From an optimization exercise on the open Yosys and OpenROAD flow, aimed at small area; shortcuts taken in it are not production practice. At most, simulation tests tie the RTL to the original design; equivalence was not proved. Power figures rest on the tool's default switching activity, not on a simulated workload.

==> run Z: inputs <==
## magnitude_wrapper
module magnitude_wrapper(
	input aclk,
	input aresetn,
	input s_i_data_valid,
	output reg s_o_data_ready,
	input [31:0] s_i_data,
	output reg m_o_data_valid,
	input m_i_data_ready,
	output [31:0] m_o_data
    );
	reg start, ack;
	reg f2, f3;
	reg [15:0] a_re, a_im;
	reg [31:0] p;         
	reg [31:0] cn;        
	reg pc_13, cnc_13;
	wire tc_13, cvc_13, cdc_13;
	reg pc_21, cnc_21;
	wire tc_21, cvc_21, cdc_21;
	wire acc = s_i_data_valid & ~ack;
	wire [15:0] xn;       
	wire [31:0] t;        
	wire [31:0] cv;       
	wire [31:0] mo;
	wire [31:0] cd;
	wire sel_re = f2;
	wire f1 = start & ~ack;
	wire sel_im = f1 | f3;
	wire sel_pin = ~ack & ~start;
	wire pm = f1 | (ack & ~f2);
	wire ld_t = m_i_data_ready & f3;
	wire ld_p = m_i_data_ready & ~f3;
	wire hold = ~m_i_data_ready;
	p_a222oi um0 (.a1(sel_re), .a2(a_re[0]), .b1(sel_im), .b2(a_im[0]), .c1(sel_pin), .c2(s_i_data[0]), .y(xn[0]));
	p_a222oi um1 (.a1(sel_re), .a2(a_re[1]), .b1(sel_im), .b2(a_im[1]), .c1(sel_pin), .c2(s_i_data[1]), .y(xn[1]));
	p_a222oi um2 (.a1(sel_re), .a2(a_re[2]), .b1(sel_im), .b2(a_im[2]), .c1(sel_pin), .c2(s_i_data[2]), .y(xn[2]));
	p_a222oi um3 (.a1(sel_re), .a2(a_re[3]), .b1(sel_im), .b2(a_im[3]), .c1(sel_pin), .c2(s_i_data[3]), .y(xn[3]));
	p_a222oi um4 (.a1(sel_re), .a2(a_re[4]), .b1(sel_im), .b2(a_im[4]), .c1(sel_pin), .c2(s_i_data[4]), .y(xn[4]));
	p_a222oi um5 (.a1(sel_re), .a2(a_re[5]), .b1(sel_im), .b2(a_im[5]), .c1(sel_pin), .c2(s_i_data[5]), .y(xn[5]));
	p_a222oi um6 (.a1(sel_re), .a2(a_re[6]), .b1(sel_im), .b2(a_im[6]), .c1(sel_pin), .c2(s_i_data[6]), .y(xn[6]));
	p_a222oi um7 (.a1(sel_re), .a2(a_re[7]), .b1(sel_im), .b2(a_im[7]), .c1(sel_pin), .c2(s_i_data[7]), .y(xn[7]));
	p_a222oi um8 (.a1(sel_re), .a2(a_re[8]), .b1(sel_im), .b2(a_im[8]), .c1(sel_pin), .c2(s_i_data[8]), .y(xn[8]));
	p_a222oi um9 (.a1(sel_re), .a2(a_re[9]), .b1(sel_im), .b2(a_im[9]), .c1(sel_pin), .c2(s_i_data[9]), .y(xn[9]));
	p_a222oi um10 (.a1(sel_re), .a2(a_re[10]), .b1(sel_im), .b2(a_im[10]), .c1(sel_pin), .c2(s_i_data[10]), .y(xn[10]));
	p_a222oi um11 (.a1(sel_re), .a2(a_re[11]), .b1(sel_im), .b2(a_im[11]), .c1(sel_pin), .c2(s_i_data[11]), .y(xn[11]));
	p_a222oi um12 (.a1(sel_re), .a2(a_re[12]), .b1(sel_im), .b2(a_im[12]), .c1(sel_pin), .c2(s_i_data[12]), .y(xn[12]));
  ...
export LEC_CHECK = 0
export CAP_MARGIN = 20
export CORE_MARGIN = 2
export CORE_UTILIZATION = 40
export SLEW_MARGIN = 20
export SYNTH_HIERARCHICAL = 1
export SYNTH_MINIMUM_KEEP_SIZE = 0
create_clock -name core_clock -period 10.0 [get_ports {aclk}]
standard.sh (not shown) runs the stock make flow with config.mk's settings and CLKGATE_MAP_FILE= SYNTH_SCRIPT=/design/flow/synth_recipe.tcl, a recipe that flattens the netlist after the stock synthesis.
==> flow/flow/run.sh <==
#!/bin/bash
# Standard layout, but the port buffers are the smallest plain buffer and
# the clock tree uses smaller buffers without dummy loads.
set -euo pipefail
export BUFFER_PORTS_ARGS="-buffer_cell sky130_fd_sc_hd__buf_1"
export CTS_ARGS="-sink_clustering_enable -repair_clock_nets -dont_use_dummy_load -buf_list sky130_fd_sc_hd__clkbuf_8"
bash standard.sh finish > standard_flow.log 2>&1
==> inputs of run E, as changes to run Z <==
--- a/flow/design.v
+++ b/flow/design.v
@@ -45,16 +45,16 @@
 	output [31:0] m_o_data
     );
 	reg start, ack;
 	reg f2, f3;
 	reg [15:0] a_re, a_im;
 	reg [31:0] p;         
 	reg [31:0] cn;        
-	reg pc_13, cnc_13;
-	wire tc_13, cvc_13, cdc_13;
+	reg pc_12, cnc_12;
+	wire tc_12, cvc_12, cdc_12;
 	reg pc_21, cnc_21;
 	wire tc_21, cvc_21, cdc_21;
 	wire acc = s_i_data_valid & ~ack;
 	wire [15:0] xn;       
 	wire [31:0] t;        
 	wire [31:0] cv;       
 	wire [31:0] mo;
@@ -111,15 +111,15 @@
 	assign t[25] = s_686;
 	assign t[26] = s_698;
 	assign t[27] = s_707;
 	assign t[28] = s_716;
 	assign t[29] = s_722;
 	assign t[30] = s_728;
 	assign t[31] = s_798;
-	assign tc_13 = c_768;
+	assign tc_12 = c_765;
 	assign tc_21 = c_792;
 	p_a222oi uc0 (.a1(ld_t), .a2(t[0]), .b1(ld_p), .b2(p[0]), .c1(hold), .c2(cv[0]), .y(cd[0]));
 	p_inv ui0 (.a(cn[0]), .y(cv[0]));
 	p_a222oi uc1 (.a1(ld_t), .a2(t[1]), .b1(ld_p), .b2(p[1]), .c1(hold), .c2(cv[1]), .y(cd[1]));
 	p_inv ui1 (.a(cn[1]), .y(cv[1]));
 	p_a222oi uc2 (.a1(ld_t), .a2(t[2]), .b1(ld_p), .b2(p[2]), .c1(hold), .c2(cv[2]), .y(cd[2]));
 	p_inv ui2 (.a(cn[2]), .y(cv[2]));
@@ -177,31 +177,30 @@
 	p_inv ui28 (.a(cn[28]), .y(cv[28]));
 	p_a222oi uc29 (.a1(ld_t), .a2(t[29]), .b1(ld_p), .b2(p[29]), .c1(hold), .c2(cv[29]), .y(cd[29]));
 	p_inv ui29 (.a(cn[29]), .y(cv[29]));
 	p_a222oi uc30 (.a1(ld_t), .a2(t[30]), .b1(ld_p), .b2(p[30]), .c1(hold), .c2(cv[30]), .y(cd[30]));
 	p_inv ui30 (.a(cn[30]), .y(cv[30]));
 	p_a222oi uc31 (.a1(ld_t), .a2(t[31]), .b1(ld_p), .b2(p[31]), .c1(hold), .c2(cv[31]), .y(cd[31]));
 	p_inv ui31 (.a(cn[31]), .y(cv[31]));
-	p_a222oi ucc13 (.a1(ld_t), .a2(tc_13), .b1(ld_p), .b2(pc_13), .c1(hold), .c2(cvc_13), .y(cdc_13));
-	p_inv uic13 (.a(cnc_13), .y(cvc_13));
+	p_a222oi ucc12 (.a1(ld_t), .a2(tc_12), .b1(ld_p), .b2(pc_12), .c1(hold), .c2(cvc_12), .y(cdc_12));
+	p_inv uic12 (.a(cnc_12), .y(cvc_12));
 	p_a222oi ucc21 (.a1(ld_t), .a2(tc_21), .b1(ld_p), .b2(pc_21), .c1(hold), .c2(cvc_21), .y(cdc_21));
 	p_inv uic21 (.a(cnc_21), .y(cvc_21));
 	assign mo[0] = cv[0];
 	assign mo[1] = cv[1];
 	assign mo[2] = cv[2];
 	assign mo[3] = cv[3];
 	assign mo[4] = cv[4];
 	assign mo[5] = cv[5];
 	assign mo[6] = cv[6];
 	assign mo[7] = cv[7];
 	assign mo[8] = cv[8];
 	assign mo[9] = cv[9];
 	assign mo[10] = cv[10];
 	assign mo[11] = cv[11];
-	assign mo[12] = cv[12];
 	assign m_o_data = mo;
 	wire dg_1;
 	wire pp_3;
 	wire pp_5;
 	wire pp_7;
 	wire pp_9;
 	wire pp_11;
@@ -688,14 +687,15 @@
 	wire e_822;
 	wire e_824;
 	wire e_826;
 	wire e_828;
 	wire e_830;
 	wire e_832;
 	wire e_834;
+	wire e_836;
   p_inv u2 (.a(xn[0]), .y(dg_1));
   p_nor2 u4 (.a(xn[0]), .b(xn[1]), .y(pp_3));
   p_nor2 u6 (.a(xn[0]), .b(xn[2]), .y(pp_5));
   p_nor2 u8 (.a(xn[0]), .b(xn[3]), .y(pp_7));
   p_nor2 u10 (.a(xn[0]), .b(xn[4]), .y(pp_9));
   p_nor2 u12 (.a(xn[0]), .b(xn[5]), .y(pp_11));
   p_nor2 u14 (.a(xn[0]), .b(xn[6]), .y(pp_13));
@@ -856,15 +856,15 @@
   p_and2 u324 (.a(p[25]), .b(pm), .y(pm_323));
   p_and2 u326 (.a(p[26]), .b(pm), .y(pm_325));
   p_and2 u328 (.a(p[27]), .b(pm), .y(pm_327));
   p_and2 u330 (.a(p[28]), .b(pm), .y(pm_329));
   p_and2 u332 (.a(p[29]), .b(pm), .y(pm_331));
   p_and2 u334 (.a(p[30]), .b(pm), .y(pm_333));
   p_and2 u336 (.a(p[31]), .b(pm), .y(pm_335));
-  p_and2 u338 (.a(pc_13), .b(pm), .y(pmc_337));
+  p_and2 u338 (.a(pc_12), .b(pm), .y(pmc_337));
   p_and2 u340 (.a(pc_21), .b(pm), .y(pmc_339));
   p_fac u343 (.a(pm_305), .b(dg_201), .s(s_341), .co(c_342));
   p_fa u346 (.a(pm_277), .b(dg_33), .c(pp_3), .s(s_344), .co(c_345));
   p_fa u349 (.a(pm_279), .b(pp_5), .c(c_345), .s(s_347), .co(c_348));
   p_fa u352 (.a(pm_281), .b(dg_63), .c(pp_35), .s(s_350), .co(c_351));
   p_fa u355 (.a(pp_7), .b(s_350), .c(c_348), .s(s_353), .co(c_354));
   p_fa u358 (.a(pm_283), .b(pp_37), .c(pp_9), .s(s_356), .co(c_357));
@@ -889,26 +889,26 @@
   p_fa u415 (.a(s_407), .b(c_396), .c(s_410), .s(s_413), .co(c_414));
   p_fa u418 (.a(c_399), .b(s_413), .c(c_402), .s(s_416), .co(c_417));
   p_fa u421 (.a(pm_295), .b(pp_121), .c(pp_21), .s(s_419), .co(c_420));
   p_fa u424 (.a(pp_49), .b(pp_75), .c(pp_99), .s(s_422), .co(c_423));
   p_fa u427 (.a(c_405), .b(c_408), .c(s_419), .s(s_425), .co(c_426));
   p_fa u430 (.a(s_422), .b(c_411), .c(s_425), .s(s_428), .co(c_429));
   p_fa u433 (.a(c_414), .b(s_428), .c(c_417), .s(s_431), .co(c_432));
-  p_fa u436 (.a(pm_297), .b(dg_163), .c(pp_101), .s(s_434), .co(c_435));
-  p_fa u439 (.a(pp_123), .b(pp_143), .c(pp_23), .s(s_437), .co(c_438));
-  p_fa u442 (.a(pp_51), .b(pp_77), .c(c_420), .s(s_440), .co(c_441));
-  p_fa u445 (.a(c_423), .b(s_434), .c(s_437), .s(s_443), .co(c_444));
-  p_fa u448 (.a(c_426), .b(s_440), .c(s_443), .s(s_446), .co(c_447));
-  p_fa u451 (.a(c_429), .b(s_446), .c(c_432), .s(s_449), .co(c_450));
-  p_fa u454 (.a(pm_299), .b(pmc_337), .c(pp_103), .s(s_452), .co(c_453));
-  p_fa u457 (.a(pp_125), .b(pp_145), .c(pp_25), .s(s_455), .co(c_456));
-  p_fa u460 (.a(pp_53), .b(pp_79), .c(c_435), .s(s_458), .co(c_459));
-  p_fa u463 (.a(c_438), .b(s_452), .c(s_455), .s(s_461), .co(c_462));
-  p_fa u466 (.a(c_441), .b(s_458), .c(c_444), .s(s_464), .co(c_465));
-  p_fa u469 (.a(s_461), .b(c_447), .c(s_464), .s(s_467), .co(c_468));
+  p_fa u436 (.a(pm_297), .b(pmc_337), .c(dg_163), .s(s_434), .co(c_435));
+  p_fa u439 (.a(pp_101), .b(pp_123), .c(pp_143), .s(s_437), .co(c_438));
+  p_fa u442 (.a(pp_23), .b(pp_51), .c(pp_77), .s(s_440), .co(c_441));
+  p_fa u445 (.a(c_420), .b(s_434), .c(c_423), .s(s_443), .co(c_444));
+  p_fa u448 (.a(s_437), .b(s_440), .c(c_426), .s(s_446), .co(c_447));
+  p_fa u451 (.a(s_443), .b(c_429), .c(s_446), .s(s_449), .co(c_450));
+  p_fa u454 (.a(pm_299), .b(pp_103), .c(pp_125), .s(s_452), .co(c_453));
+  p_fa u457 (.a(pp_145), .b(pp_25), .c(pp_53), .s(s_455), .co(c_456));
+  p_fa u460 (.a(pp_79), .b(c_435), .c(c_438), .s(s_458), .co(c_459));
+  p_fa u463 (.a(c_441), .b(s_452), .c(s_455), .s(s_461), .co(c_462));
+  p_fa u466 (.a(c_444), .b(s_458), .c(s_461), .s(s_464), .co(c_465));
+  p_fa u469 (.a(c_447), .b(s_464), .c(c_450), .s(s_467), .co(c_468));
   p_fa u472 (.a(pm_301), .b(dg_183), .c(pp_105), .s(s_470), .co(c_471));
   p_fa u475 (.a(pp_127), .b(pp_147), .c(pp_165), .s(s_473), .co(c_474));
   p_fa u478 (.a(pp_27), .b(pp_55), .c(pp_81), .s(s_476), .co(c_477));
   p_fa u481 (.a(c_453), .b(c_456), .c(s_470), .s(s_479), .co(c_480));
   p_fa u484 (.a(s_473), .b(s_476), .c(c_459), .s(s_482), .co(c_483));
   p_fa u487 (.a(c_462), .b(s_479), .c(s_482), .s(s_485), .co(c_486));
   p_fa u490 (.a(c_465), .b(s_485), .c(c_468), .s(s_488), .co(c_489));
@@ -1000,56 +1000,57 @@
   p_ha u748 (.a(c_744), .b(s_359), .s(s_746), .co(c_747));
   p_ha u751 (.a(c_747), .b(s_368), .s(s_749), .co(c_750));
   p_ha u754 (.a(c_750), .b(s_377), .s(s_752), .co(c_753));
   p_ha u757 (.a(c_753), .b(s_389), .s(s_755), .co(c_756));
   p_ha u760 (.a(c_756), .b(s_401), .s(s_758), .co(c_759));
   p_ha u763 (.a(c_759), .b(s_416), .s(s_761), .co(c_762));
   p_ha u766 (.a(c_762), .b(s_431), .s(s_764), .co(c_765));
-  p_ha u769 (.a(c_765), .b(s_449), .s(s_767), .co(c_768));
-  p_ha u772 (.a(s_467), .b(c_450), .s(s_770), .co(c_771));
+  p_ha u769 (.a(s_449), .b(c_432), .s(s_767), .co(c_768));
+  p_ha u772 (.a(s_467), .b(c_768), .s(s_770), .co(c_771));
   p_ha u775 (.a(s_488), .b(c_771), .s(s_773), .co(c_774));
   p_ha u778 (.a(s_509), .b(c_774), .s(s_776), .co(c_777));
   p_fa u781 (.a(s_530), .b(c_510), .c(c_777), .s(s_779), .co(c_780));
   p_fa u784 (.a(s_551), .b(c_531), .c(c_780), .s(s_782), .co(c_783));
   p_fa u787 (.a(s_572), .b(c_552), .c(c_783), .s(s_785), .co(c_786));
   p_fa u790 (.a(s_590), .b(c_573), .c(c_786), .s(s_788), .co(c_789));
   p_fa u793 (.a(s_608), .b(c_591), .c(c_789), .s(s_791), .co(c_792));
   p_xor2 u795 (.a(pm_335), .b(c_726), .y(s_794));
   p_xor2 u797 (.a(s_794), .b(c_729), .y(s_796));
   p_inv u799 (.a(s_796), .y(s_798));
-  p_ha u801 (.a(cv[13]), .b(cvc_13), .s(mo[13]), .co(e_800));
-  p_ha u803 (.a(cv[14]), .b(e_800), .s(mo[14]), .co(e_802));
-  p_ha u805 (.a(cv[15]), .b(e_802), .s(mo[15]), .co(e_804));
-  p_ha u807 (.a(cv[16]), .b(e_804), .s(mo[16]), .co(e_806));
-  p_ha u809 (.a(cv[17]), .b(e_806), .s(mo[17]), .co(e_808));
-  p_ha u811 (.a(cv[18]), .b(e_808), .s(mo[18]), .co(e_810));
-  p_ha u813 (.a(cv[19]), .b(e_810), .s(mo[19]), .co(e_812));
-  p_ha u815 (.a(cv[20]), .b(e_812), .s(mo[20]), .co(e_814));
-  p_fa u817 (.a(cv[21]), .b(cvc_21), .c(e_814), .s(mo[21]), .co(e_816));
-  p_ha u819 (.a(cv[22]), .b(e_816), .s(mo[22]), .co(e_818));
-  p_ha u821 (.a(cv[23]), .b(e_818), .s(mo[23]), .co(e_820));
-  p_ha u823 (.a(cv[24]), .b(e_820), .s(mo[24]), .co(e_822));
-  p_ha u825 (.a(cv[25]), .b(e_822), .s(mo[25]), .co(e_824));
-  p_ha u827 (.a(cv[26]), .b(e_824), .s(mo[26]), .co(e_826));
-  p_ha u829 (.a(cv[27]), .b(e_826), .s(mo[27]), .co(e_828));
-  p_ha u831 (.a(cv[28]), .b(e_828), .s(mo[28]), .co(e_830));
-  p_ha u833 (.a(cv[29]), .b(e_830), .s(mo[29]), .co(e_832));
-  p_ha u835 (.a(cv[30]), .b(e_832), .s(mo[30]), .co(e_834));
-  p_xor2 u836 (.a(cv[31]), .b(e_834), .y(mo[31]));
+  p_ha u801 (.a(cv[12]), .b(cvc_12), .s(mo[12]), .co(e_800));
+  p_ha u803 (.a(cv[13]), .b(e_800), .s(mo[13]), .co(e_802));
+  p_ha u805 (.a(cv[14]), .b(e_802), .s(mo[14]), .co(e_804));
+  p_ha u807 (.a(cv[15]), .b(e_804), .s(mo[15]), .co(e_806));
+  p_ha u809 (.a(cv[16]), .b(e_806), .s(mo[16]), .co(e_808));
+  p_ha u811 (.a(cv[17]), .b(e_808), .s(mo[17]), .co(e_810));
+  p_ha u813 (.a(cv[18]), .b(e_810), .s(mo[18]), .co(e_812));
+  p_ha u815 (.a(cv[19]), .b(e_812), .s(mo[19]), .co(e_814));
+  p_ha u817 (.a(cv[20]), .b(e_814), .s(mo[20]), .co(e_816));
+  p_fa u819 (.a(cv[21]), .b(cvc_21), .c(e_816), .s(mo[21]), .co(e_818));
+  p_ha u821 (.a(cv[22]), .b(e_818), .s(mo[22]), .co(e_820));
+  p_ha u823 (.a(cv[23]), .b(e_820), .s(mo[23]), .co(e_822));
+  p_ha u825 (.a(cv[24]), .b(e_822), .s(mo[24]), .co(e_824));
+  p_ha u827 (.a(cv[25]), .b(e_824), .s(mo[25]), .co(e_826));
+  p_ha u829 (.a(cv[26]), .b(e_826), .s(mo[26]), .co(e_828));
+  p_ha u831 (.a(cv[27]), .b(e_828), .s(mo[27]), .co(e_830));
+  p_ha u833 (.a(cv[28]), .b(e_830), .s(mo[28]), .co(e_832));
+  p_ha u835 (.a(cv[29]), .b(e_832), .s(mo[29]), .co(e_834));
+  p_ha u837 (.a(cv[30]), .b(e_834), .s(mo[30]), .co(e_836));
+  p_xor2 u838 (.a(cv[31]), .b(e_836), .y(mo[31]));
 	always @(posedge aclk) begin
 		start <= acc | (start & ~ack & aresetn);
 		s_o_data_ready <= acc | (s_o_data_ready & aresetn);
 		ack <= start;
 		f2 <= acc & start;
 		f3 <= f2;
 		if (m_i_data_ready) m_o_data_valid <= ack;
 		else if (!aresetn) m_o_data_valid <= 1'b0;
 		a_re <= s_i_data[15:0];
 		if (acc) a_im <= s_i_data[31:16];
 		p <= t;
 		cn <= cd;
-		pc_13 <= tc_13;
-		cnc_13 <= cdc_13;
+		pc_12 <= tc_12;
+		cnc_12 <= cdc_12;
 		pc_21 <= tc_21;
 		cnc_21 <= cdc_21;
 	end
 endmodule
==> flow/flow/run.sh (replaced) <==
#!/bin/bash
# Standard layout, but the port buffers are the smallest plain buffer and
# the clock tree uses smaller buffers without dummy loads.
set -euo pipefail
export BUFFER_PORTS_ARGS="-buffer_cell sky130_fd_sc_hd__buf_1"
export CTS_ARGS="-sink_clustering_enable -repair_clock_nets -dont_use_dummy_load -buf_list sky130_fd_sc_hd__clkbuf_8 -sink_clustering_size 30 -sink_clustering_max_diameter 150"
bash standard.sh finish > standard_flow.log 2>&1
==> summary of the runs <==
- Combinational power is about the same in run E and run Z.
- Of run E and run Z, run E has the higher sequential share of layout area (gap 0.052 points).
- Die area is about the same in run Z and run E.
- Power is about the same in run E and run Z.
- In clock power, run E and run Z hardly differ.
- Global-route usage: run Z is lower than run E (0.39 points).
- In synthesized cell count, run E and run Z do not differ.
Only the layout flow was run in run Z; the RTL was not checked for function there.

afterwards: timing with drivers on the ports:
How much do the figures lean on ideal ports? The routed layouts below were timed once more, with nothing changed but the port constraints. Step 1: set_driving_cell puts a clkbuf_16 on aclk and a buf_2 on each other input, an assumption about the parent block. Step 2, shift: input delay + t, output delay - t, t = (earliest + latest rising clock arrival at the registers) / 2. This alone moves slack from input paths to output paths. Three values: ideal, step 1, step 2; two values: the first two.
| run | shift t [ns] | slack for setup (ns) | worst register clock-pin slew, ns | pins driven straight from the clock port |
|---|---|---|---|---|
| run Z | 0.417 | 0.686 / 0.697 / 0.280 | 0.11 / 0.11 | 1 |
| run E | 0.425 | 0.671 / 0.685 / 0.260 | 0.12 / 0.12 | 1 |
After both steps setup and hold are still met in every run listed. For run E, which loses most, drivers alone change the setup slack by +0.014 ns; drivers and shift together by -0.411 ns.
